From an optimization exercise on the open Yosys and OpenROAD flow, aimed at small area and a short achievable clock period; shortcuts taken in it are not production practice.
Function was checked by simulation only, so behaviour that the tests miss may differ from the original.
Power is estimated from default activity; no workload was simulated.

## orange
==> flow/design.v <==
`timescale 1ns / 1ps
module ARMcpu64(ibus, clk, reset, daddrbus, databus_in, databus_out, dwrite, iaddrbus);
    input [31:0] ibus;
    input clk, reset;
    output [63:0] daddrbus, iaddrbus;
    input [63:0] databus_in;
    output [63:0] databus_out;
    output dwrite;
    reg [63:2] pc;
    assign iaddrbus = {pc, 2'b00};
    wire if_cb_or_st = (ibus[31:24] == 8'b10110100) | (ibus[31:24] == 8'b10110101) |
                       (ibus[31:24] == 8'b01010101) | (ibus[31:24] == 8'b01010110) |
                       (ibus[31:24] == 8'b01010111) | (ibus[31:24] == 8'b01011000) |
                       (ibus[31:21] == 11'b11111000000);
    wire [25:0] if_off = (ibus[31:26] == 6'b000101) ? ibus[25:0] : {{7{ibus[23]}}, ibus[23:5]};
    wire [4:0] if_rn = ibus[9:5];
    wire [30:0] if_sa, if_sb;
    genvar gi;
    generate
        for (gi = 0; gi < 31; gi = gi + 1) begin : g_sel
            assign if_sa[gi] = (if_rn == gi);
            assign if_sb[gi] = if_cb_or_st ? (ibus[4:0] == gi) : (ibus[20:16] == gi);
        end
    endgenerate
    reg [31:0] ir;
    reg [30:0] sa, sb;
    reg [63:2] id_pc;
    reg [25:0] id_off;
    always @(posedge clk) begin
        ir     <= ibus;
        sa     <= if_sa;
        sb     <= if_sb;
        id_pc  <= pc;
        id_off <= if_off;
    end
    wire [10:0] op11 = ir[31:21];
    wire [9:0]  op10 = ir[31:22];
    wire [7:0]  op8  = ir[31:24];
    wire [5:0]  op6  = ir[31:26];
    wire [8:0]  op9  = ir[31:23];
    wire i_add   = op11 == 11'b10001011000;
    wire i_adds  = op11 == 11'b10101011000;
    wire i_sub   = op11 == 11'b11001011000;
    wire i_subs  = op11 == 11'b11101011000;
    wire i_and   = op11 == 11'b10001010000;
    wire i_ands  = op11 == 11'b11101010000;
    wire i_orr   = op11 == 11'b10101010000;
    wire i_eor   = op11 == 11'b11001010000;
    wire i_lsl   = op11 == 11'b11010011011;
    wire i_lsr   = op11 == 11'b11010011010;
    wire i_ldur  = op11 == 11'b11111000010;
    wire i_stur  = op11 == 11'b11111000000;
    wire i_addi  = op10 == 10'b1001000100;
    wire i_addis = op10 == 10'b1011000100;
    wire i_subi  = op10 == 10'b1101000100;
    wire i_subis = op10 == 10'b1111000100;
    wire i_andi  = op10 == 10'b1001001000;
    wire i_andis = op10 == 10'b1111001000;
    wire i_orri  = op10 == 10'b1011001000;
    wire i_eori  = op10 == 10'b1101001000;
    wire i_movz  = op9  == 9'b110100101;
    wire i_b     = op6  == 6'b000101;
    wire i_cbz   = op8  == 8'b10110100;
    wire i_cbnz  = op8  == 8'b10110101;
    wire i_beq   = op8  == 8'b01010101;
    wire i_bne   = op8  == 8'b01010110;
    wire i_blt   = op8  == 8'b01010111;
    wire i_bge   = op8  == 8'b01011000;
    wire d_branch = i_b | i_cbz | i_cbnz | i_beq | i_bne | i_blt | i_bge;
    wire d_immI   = i_addi | i_addis | i_subi | i_subis | i_andi | i_andis | i_orri | i_eori;
    wire d_mem    = i_ldur | i_stur;
    wire d_sub    = i_sub | i_subs | i_subi | i_subis;
    wire d_flags  = i_adds | i_subs | i_ands | i_addis | i_subis | i_andis;
    wire d_fand   = i_ands | i_andis;
    wire d_sel_and = i_and | i_ands | i_andi | i_andis;
    wire d_sel_or  = i_orr | i_orri | i_movz;
    wire d_sel_xor = i_eor | i_eori;
    wire d_sel_shl = i_lsl;
    wire d_sel_shr = i_lsr;
    wire d_sel_add = ~(d_sel_and | d_sel_or | d_sel_xor | d_sel_shl | d_sel_shr);
    wire [4:0] rn = ir[9:5];
    wire [4:0] rd = ir[4:0];
    reg         mem_ld, mem_st, mem_we;    
    reg [4:0]   mem_rd;
    reg [63:0]  mem_res;
    wire [63:0] wbd = mem_ld ? databus_in : mem_res;
    wire        wbnz = |wbd;
    reg [31*64-1:0] rf;      
    reg [30:0] rnz;          
    integer k;
    always @(posedge clk) begin
        for (k = 0; k < 31; k = k + 1)
            if (mem_we && mem_rd == k) begin
                rf[64*k +: 64] <= wbd;
                rnz[k] <= wbnz;
            end
    end
    reg [63:0] rfa, rfb;
    reg        rfbnz;
    always @(*) begin
        rfa   = 64'b0;
        rfb   = 64'b0;
        rfbnz = 1'b0;
        for (k = 0; k < 31; k = k + 1) begin
            rfa   = rfa   | ({64{sa[k]}} & rf[64*k +: 64]);
            rfb   = rfb   | ({64{sb[k]}} & rf[64*k +: 64]);
            rfbnz = rfbnz | (sb[k] & rnz[k]);
        end
    end
    wire [63:0] ra = rfa;
    wire [63:0] rb = rfb;
    wire        rbz = ~rfbnz;
    wire [63:0] movval = {ir[22:21] == 2'd3 ? ir[20:5] : 16'b0,
                          ir[22:21] == 2'd2 ? ir[20:5] : 16'b0,
                          ir[22:21] == 2'd1 ? ir[20:5] : 16'b0,
                          ir[22:21] == 2'd0 ? ir[20:5] : 16'b0};
    wire [63:0] immval = d_mem ? {{55{ir[20]}}, ir[20:12]} : {52'b0, ir[21:10]};
    reg [63:0] ra_rev;
    always @(*) for (k = 0; k < 64; k = k + 1) ra_rev[k] = ra[63-k];
    wire [63:0] opa = i_movz ? movval : (i_lsr ? ra_rev : ra);
    wire [63:0] opb0 = i_movz ? 64'b0 : ((d_immI | d_mem) ? immval : rb);
    wire [63:0] opb = d_sub ? ~opb0 : opb0;
    reg [63:0] ex_a, ex_b;
    reg [63:0] ex_sd;
    reg        ex_cin, ex_f, ex_fand;
    reg        ex_sadd, ex_sand, ex_sor, ex_sxor, ex_sshl, ex_sshr;
    reg [5:0]  ex_sh;
    reg        ex_ld, ex_st, ex_we;
    reg [4:0]  ex_rd;
    always @(posedge clk) begin
        ex_a    <= opa;
        ex_b    <= opb;
        ex_sd   <= rb;
        ex_cin  <= d_sub;
        ex_f    <= d_flags;
        ex_fand <= d_fand;
        ex_sadd <= d_sel_add;
        ex_sand <= d_sel_and;
        ex_sor  <= d_sel_or;
        ex_sxor <= d_sel_xor;
        ex_sshl <= d_sel_shl;
        ex_sshr <= d_sel_shr;
        ex_sh   <= ir[15:10];
        ex_ld   <= i_ldur;
        ex_st   <= i_stur;
        ex_we   <= ~(i_stur | d_branch) & (rd != 5'd31);
        ex_rd   <= rd;
    end
    wire [63:0] p = ex_a ^ ex_b;
    wire [63:0] g = ex_a & ex_b;
    wire [64:0] c;
    ks64 carry(.g(g), .p(p), .cin(ex_cin), .c(c));
    wire [63:0] sum = p ^ c[63:0];
    wire [63:0] shl = ex_a << ex_sh;
    reg  [63:0] shl_rev;
    always @(*) for (k = 0; k < 64; k = k + 1) shl_rev[k] = shl[63-k];
    wire [63:0] res = ({64{ex_sadd}} & sum) |
                      ({64{ex_sand}} & g) |
                      ({64{ex_sor}}  & (p | g)) |
                      ({64{ex_sxor}} & p) |
                      ({64{ex_sshl}} & shl) |
                      ({64{ex_sshr}} & shl_rev);
    wire [63:0] kk = {ex_a[62:0] | ex_b[62:0], ex_cin};
    wire zadd = &(~(p ^ kk));
    wire zand = ~|g;
    wire fz  = ex_f & (ex_fand ? zand : zadd);
    wire x_lt = ex_fand ? (g[63] ^ c[63]) : p[63];        
    wire t_oth = i_b | (i_cbz & rbz) | (i_cbnz & ~rbz) | (i_beq & fz) | (i_bne & ~fz);
    wire flt1 = ex_f & ~x_lt;
    wire flt0 = ex_f & x_lt;
    wire taken1 = t_oth | (i_blt & flt1) | (i_bge & ~flt1);
    wire taken0 = t_oth | (i_blt & flt0) | (i_bge & ~flt0);
    wire [61:0] boff = {{36{id_off[25]}}, id_off};
    wire [63:2] target = id_pc + boff;
    wire [63:2] pc4 = pc + 62'd1;
    wire [63:2] npc1 = taken1 ? target : pc4;
    wire [63:2] npc0 = taken0 ? target : pc4;
    always @(posedge clk) begin
        if (reset)
            pc <= 62'b0;
        else
            pc <= c[64] ? npc1 : npc0;
    end
    reg [63:0] mem_sd;
    always @(posedge clk) begin
        mem_res <= res;
        mem_sd  <= ex_sd;
        mem_ld  <= ex_ld;
        mem_st  <= ex_st;
        mem_we  <= ex_we;
        mem_rd  <= ex_rd;
    end
    assign daddrbus    = mem_res;
    assign databus_out = mem_sd;
    assign dwrite      = mem_st;
endmodule
module ks64(g, p, cin, c);
    input  [63:0] g, p;
    input         cin;
    output [64:0] c;
    wire [63:0] gg [0:6];
    wire [63:0] pp [0:6];
    assign gg[0] = g;
    assign pp[0] = p;
    genvar l, i;
    generate
        for (l = 0; l < 6; l = l + 1) begin : lvl
            for (i = 0; i < 64; i = i + 1) begin : bt
                if (i >= (1 << l)) begin : comb
                    assign gg[l+1][i] = gg[l][i] | (pp[l][i] & gg[l][i - (1 << l)]);
                    assign pp[l+1][i] = pp[l][i] & pp[l][i - (1 << l)];
                end else begin : pass
                    assign gg[l+1][i] = gg[l][i];
                    assign pp[l+1][i] = pp[l][i];
                end
            end
        end
    endgenerate
    assign c = {gg[6] | (pp[6] & {64{cin}}), cin};
endmodule
export LEC_CHECK = 0
export CAP_MARGIN = 20
export CORE_MARGIN = 2
export CORE_UTILIZATION = 50
export CTS_BUF_LIST = sky130_fd_sc_hd__clkbuf_8
export CTS_CLUSTER_SIZE = 25
export PLACE_DENSITY = 0.6
export SLEW_MARGIN = 20
export TNS_END_PERCENT = 40
create_clock -name core_clock -period 11.0 [get_ports {clk}]
standard.sh (not shown) runs the stock make flow with config.mk's settings and CLKGATE_MAP_FILE= SYNTH_SCRIPT=/design/flow/synth_recipe.tcl, a recipe that flattens the netlist after the stock synthesis.
==> flow/flow/run.sh <==
#!/bin/bash
set -euo pipefail
export SETUP_SLACK_MARGIN=7.5
export BUFFER_PORTS_ARGS="-buffer_cell sky130_fd_sc_hd__buf_2"
bash standard.sh > standard_flow.log 2>&1
Setup changes, orange to red
--- a/flow/design.v
+++ b/flow/design.v
@@ -22,14 +22,21 @@
             assign if_sb[gi] = if_cb_or_st ? (ibus[4:0] == gi) : (ibus[20:16] == gi);
         end
     endgenerate
+    reg         mem_ld, mem_st, mem_we;    
+    reg [4:0]   mem_rd;
+    wire if_bypz = mem_we & mem_ld &
+                   (if_cb_or_st ? ((mem_rd == ibus[4:0]) & ~&ibus[4:0])
+                                : ((mem_rd == ibus[20:16]) & ~&ibus[20:16]));
     reg [31:0] ir;
     reg [30:0] sa, sb;
+    reg        bypz;
     reg [63:2] id_pc;
     reg [25:0] id_off;
     always @(posedge clk) begin
         ir     <= ibus;
         sa     <= if_sa;
         sb     <= if_sb;
+        bypz   <= if_bypz;
         id_pc  <= pc;
         id_off <= if_off;
     end
@@ -80,20 +87,29 @@
     wire d_sel_add = ~(d_sel_and | d_sel_or | d_sel_xor | d_sel_shl | d_sel_shr);
     wire [4:0] rn = ir[9:5];
     wire [4:0] rd = ir[4:0];
-    reg         mem_ld, mem_st, mem_we;    
-    reg [4:0]   mem_rd;
     reg [63:0]  mem_res;
     wire [63:0] wbd = mem_ld ? databus_in : mem_res;
-    wire        wbnz = |wbd;
+    wire        resnz = |mem_res;
+    reg         wb_ldwe, wb_ldnz;
+    reg [4:0]   wb_rd;
+    always @(posedge clk) begin
+        wb_ldwe <= mem_we & mem_ld;
+        wb_ldnz <= |databus_in;
+        wb_rd   <= mem_rd;
+    end
     reg [31*64-1:0] rf;      
     reg [30:0] rnz;          
     integer k;
     always @(posedge clk) begin
         for (k = 0; k < 31; k = k + 1)
-            if (mem_we && mem_rd == k) begin
+        begin
+            if (mem_we && mem_rd == k)
                 rf[64*k +: 64] <= wbd;
-                rnz[k] <= wbnz;
-            end
+            if (mem_we && !mem_ld && mem_rd == k)
+                rnz[k] <= resnz;
+            else if (wb_ldwe && wb_rd == k)
+                rnz[k] <= wb_ldnz;
+        end
     end
     reg [63:0] rfa, rfb;
     reg        rfbnz;
@@ -109,7 +125,7 @@
     end
     wire [63:0] ra = rfa;
     wire [63:0] rb = rfb;
-    wire        rbz = ~rfbnz;
+    wire        rbz = bypz ? ~wb_ldnz : ~rfbnz;
     wire [63:0] movval = {ir[22:21] == 2'd3 ? ir[20:5] : 16'b0,
                           ir[22:21] == 2'd2 ? ir[20:5] : 16'b0,
                           ir[22:21] == 2'd1 ? ir[20:5] : 16'b0,
--- outcome ---
red vs. orange: met3 usage in global routing increased by 0.43 points relative to the old numbers, number of I/O pins held, register bit total from synthesis picked up an extra 0.31%, power consumed by sequential cells was more or less identical.
Routed wire length sits higher in red than in orange.
red vs orange: worst path setup slack after routing down
Against orange, red comes in 2.5% higher on net count reported at finish.

[static timing again, ports no longer ideal]
How much do the figures lean on ideal ports? The routed layouts below were timed once more, with nothing changed but the port constraints.
Step 1, drivers: a clkbuf_16 drives clk and a buf_2 each remaining input, both assumed.
Step 2 moves the port delays by t, midway between the first and last clock arrival at a register: inputs arrive t later, outputs are due t later. That takes back most of the time a late clock gives input paths.
Three values: ideal, step 1, step 2; two values: the first two.
| run | t (ns) | slack for setup (ns) | worst setup path after step 2 | latest minus earliest clock arrival (ns) | cell pins on the clock port's net |
|---|---|---|---|---|---|
| orange | 1.252 | 6.996 / 6.996 / 6.183 | input to register | 0.090 / 0.089 | 1 |
| red | 1.212 | 6.892 / 6.892 / 6.380 | input to register | 0.152 / 0.153 | 1 |
After both steps setup and hold are still met in every run listed. For orange, which loses most, drivers alone change the setup slack by 0.000 ns; drivers and shift together by -0.813 ns.
